From an optimization exercise on the open Yosys and OpenROAD flow, aimed at small area, a short achievable clock period and few clock cycles per item; shortcuts taken in it are not production practice.
In this exercise RTL edits were held to simulation tests only and were not proved equivalent to the original.
Power is estimated from default activity; no workload was simulated.

==> flow/design.v (excerpt) <==
module pollings (
        ap_clk,
        ap_rst_n,
        m_axi_gmem_AWVALID,
        m_axi_gmem_AWREADY,
        m_axi_gmem_AWADDR,
        m_axi_gmem_AWID,
        m_axi_gmem_AWLEN,
        m_axi_gmem_AWSIZE,
        m_axi_gmem_AWBURST,
        m_axi_gmem_AWLOCK,
        m_axi_gmem_AWCACHE,
        m_axi_gmem_AWPROT,
        m_axi_gmem_AWQOS,
        m_axi_gmem_AWREGION,
        m_axi_gmem_AWUSER,
        m_axi_gmem_WVALID,
        m_axi_gmem_WREADY,
        m_axi_gmem_WDATA,
        m_axi_gmem_WSTRB,
        m_axi_gmem_WLAST,
        m_axi_gmem_WID,
        m_axi_gmem_WUSER,
        m_axi_gmem_ARVALID,
        m_axi_gmem_ARREADY,
        m_axi_gmem_ARADDR,
        m_axi_gmem_ARID,
        m_axi_gmem_ARLEN,
        m_axi_gmem_ARSIZE,
        m_axi_gmem_ARBURST,
        m_axi_gmem_ARLOCK,
        m_axi_gmem_ARCACHE,
        m_axi_gmem_ARPROT,
        m_axi_gmem_ARQOS,
        m_axi_gmem_ARREGION,
        m_axi_gmem_ARUSER,
        m_axi_gmem_RVALID,
        m_axi_gmem_RREADY,
        m_axi_gmem_RDATA,
        m_axi_gmem_RLAST,
        m_axi_gmem_RID,
        m_axi_gmem_RUSER,
        m_axi_gmem_RRESP,
        m_axi_gmem_BVALID,
        m_axi_gmem_BREADY,
        m_axi_gmem_BRESP,
        m_axi_gmem_BID,
        m_axi_gmem_BUSER,
        s_axi_control_AWVALID,
        s_axi_control_AWREADY,
        s_axi_control_AWADDR,
        s_axi_control_WVALID,
        s_axi_control_WREADY,
        s_axi_control_WDATA,
        s_axi_control_WSTRB,
        s_axi_control_ARVALID,
        s_axi_control_ARREADY,
        s_axi_control_ARADDR,
        s_axi_control_RVALID,
        s_axi_control_RREADY,
        s_axi_control_RDATA,
        s_axi_control_RRESP,
        s_axi_control_BVALID,
        s_axi_control_BREADY,
        s_axi_control_BRESP,
        interrupt
);
export LEC_CHECK = 0
export CAP_MARGIN = 20
export CORE_MARGIN = 2
export CORE_UTILIZATION = 60
export SLEW_MARGIN = 20
create_clock -name core_clock -period 10.0 [get_ports {ap_clk}]
standard.sh (not shown) runs the stock make flow with config.mk's settings and CLKGATE_MAP_FILE= SYNTH_SCRIPT=/design/flow/synth_recipe.tcl, a recipe that flattens the netlist after the stock synthesis.
==> flow/flow/run.sh <==
#!/bin/bash
# Standard synthesis, then the standard layout steps with repair_timing aiming
# at a larger setup margin (each make run's full output in its own log here).
set -euo pipefail
MARGIN=$(cat flow/margin.txt)
bash standard.sh synth > synth.log 2>&1
bash standard.sh SETUP_SLACK_MARGIN=$MARGIN finish > layout.log 2>&1
==> flow/flow/margin.txt <==
7
The starting point completed, yet does not pass: max-slew violations.
Testbench counts at the start, summed over its fixed seeds: cycles 12,984, images 12.
Change:
--- a/flow/design.v
+++ b/flow/design.v
@@ -416,13 +416,13 @@
 reg        arvalid;
 reg [63:0] araddr;
 reg  [9:0] ar_n;
 wire       ar_hs = arvalid & m_axi_gmem_ARREADY;
 wire [11:0] ar_off = {ar_n[9:5], ar_n[0], ar_n[4:2], ar_n[1], 2'b00};
 assign m_axi_gmem_ARVALID = arvalid;
-assign m_axi_gmem_ARADDR  = {araddr[63:2], 2'b00};    
+assign m_axi_gmem_ARADDR  = araddr;
 always @(posedge ap_clk) begin
     if (rst) begin
         arvalid <= 1'b0;
         ar_n    <= 10'd0;
     end else if (start | ar_hs) begin
         arvalid <= start | (|ar_n);
@@ -435,13 +435,13 @@
 reg  [2:0] aw_nq;
 reg  [7:0] aw_ng;
 wire       aw_hs = awvalid & m_axi_gmem_AWREADY;
 wire       aw_wrap = aw_nq[0] & (aw_ng == 8'd0);
 wire [63:0] aw_base = ({64{aw_nq[0]}} & max_pool) | ({64{aw_nq[1]}} & min_pool) | ({64{aw_nq[2]}} & avg_pool);
 assign m_axi_gmem_AWVALID = awvalid;
-assign m_axi_gmem_AWADDR  = {awaddr[63:2], 2'b00};
+assign m_axi_gmem_AWADDR  = awaddr;
 always @(posedge ap_clk) begin
     if (rst) begin
         awvalid <= 1'b0;
         aw_nq   <= 3'b001;
         aw_ng   <= 8'd0;
     end else if (start | aw_hs) begin
@@ -451,22 +451,27 @@
             if (aw_nq[2]) aw_ng <= aw_ng + 8'd1;
         end
     end
 end
 always @(posedge ap_clk) if (start | aw_hs) awaddr <= aw_base + {54'd0, aw_ng, 2'b00};
 reg        rready;
+reg [31:0] rreg;             
+reg        rv;               
 reg  [1:0] r_ph;             
+reg  [1:0] c_ph;             
 reg [31:0] top;              
 reg [47:0] part;             
 reg [31:0] wd;               
 reg [63:0] hold;             
 reg  [1:0] wcnt;
 reg        wvalid;
 wire       r_hs = rready & m_axi_gmem_RVALID;
 wire       w_hs = wvalid & m_axi_gmem_WREADY;
-wire       load = r_hs & (r_ph == 2'd3);
+wire       grp  = rv & (c_ph == 2'd3);
+wire       load = grp & (wcnt == 2'd0);
+wire       stall = grp & ~load;
 assign m_axi_gmem_RREADY = rready;
 assign m_axi_gmem_WVALID = wvalid;
 assign m_axi_gmem_WDATA  = wd;
 function [47:0] pool2;
     input [31:0] t;
     input [31:0] d;
@@ -483,31 +488,42 @@
             pool2[8*p +: 8]      = (mxt > mxb) ? mxt : mxb;
             pool2[16 + 8*p +: 8] = (mnt < mnb) ? mnt : mnb;
             pool2[32 + 8*p +: 8] = s[9:2];
         end
     end
 endfunction
-wire [47:0] pooled = pool2(top, m_axi_gmem_RDATA);
-wire [1:0]  r_ph_n = r_ph + {1'b0, r_hs};
-wire [1:0]  wcnt_n = load ? 2'd3 : wcnt - {1'b0, w_hs};
+wire [47:0] pooled = pool2(top, rreg);
+wire       rv_n    = r_hs | stall;
+wire [1:0] wcnt_n  = load ? 2'd3 : wcnt - {1'b0, w_hs};
+wire       next_b1 = r_hs ? (r_ph == 2'd3) : stall;
 always @(posedge ap_clk) begin
     if (rst) begin
         rready <= 1'b0;
+        rv     <= 1'b0;
         r_ph   <= 2'd0;
+        c_ph   <= 2'd0;
         wcnt   <= 2'd0;
         wvalid <= 1'b0;
     end else begin
-        r_ph   <= start ? 2'd0 : r_ph_n;
+        rv     <= rv_n;
+        if (r_hs) begin
+            r_ph <= r_ph + 2'd1;
+            c_ph <= r_ph;
+        end
         wcnt   <= wcnt_n;
         wvalid <= wcnt_n != 2'd0;
-        rready <= (busy | start) & ((r_ph_n != 2'd3) | (wcnt_n == 2'd0));
+        rready <= busy & ~(next_b1 & (wcnt_n != 2'd0));
+        if (start) begin
+            r_ph <= 2'd0;
+        end
     end
 end
 always @(posedge ap_clk) begin
-    if (r_hs & ~r_ph[0]) top <= m_axi_gmem_RDATA;
-    if (r_hs & (r_ph == 2'd1)) part <= pooled;
+    if (r_hs) rreg <= m_axi_gmem_RDATA;
+    if (rv & ~c_ph[0]) top <= rreg;
+    if (rv & (c_ph == 2'd1)) part <= pooled;
     if (load) begin
         wd   <= {pooled[15:0], part[15:0]};
         hold <= {pooled[47:32], part[47:32], pooled[31:16], part[31:16]};
     end else if (w_hs) begin
         wd          <= hold[31:0];
         hold[31:0]  <= hold[63:32];
- The changed run completed without violations
- synthesized area came out higher by a few percent
- cell area came out higher by a few percent
- die area came out higher by a few percent
- total power came out lower slightly
- fmax came out higher by a quarter to a third
- first-iteration DRC count came out lower by roughly a tenth
- count of clock-buffer cells in the layout came out higher by 10
- global-route usage came out lower by 1.1 points
- routed wire length came out lower by a few percent
- critical path depth came out lower by 2
- sequential cell count came out higher by 39
- synthesized cell count came out higher by a few percent
Testbench counts after the change, summed over its fixed seeds: cycles 12,996, images 12.

==> separate check: timing with driven ports <==
The results above use ideal ports. As a check the final layouts listed here were re-extracted and re-timed, cells and wires unchanged.
Step 1: set_driving_cell puts a clkbuf_16 on ap_clk and a buf_2 on each other input, an assumption about the parent block.
Step 2 times the ports against the registers' clock, not the clock port: input delays grow and output delays shrink by t, the midpoint of the rising clock arrivals with the driver on.
Three values: no drivers, after step 1, after step 2; two values: the first two.
run	shift t [ns]	setup slack, ns	hold slack, ns	clock arrival spread, ns	worst slew at a driven data input, ns
the first run	0.680	5.035 / 5.040 / 4.359	0.419 / 0.419 / 0.419	0.025 / 0.025	0.11
the second run	0.678	6.009 / 6.009 / 6.009	0.417 / 0.417 / 0.417	0.031 / 0.032	0.10
The setup slack of the first run, which loses most, moves by +0.005 ns with the drivers and by -0.676 ns with both steps.
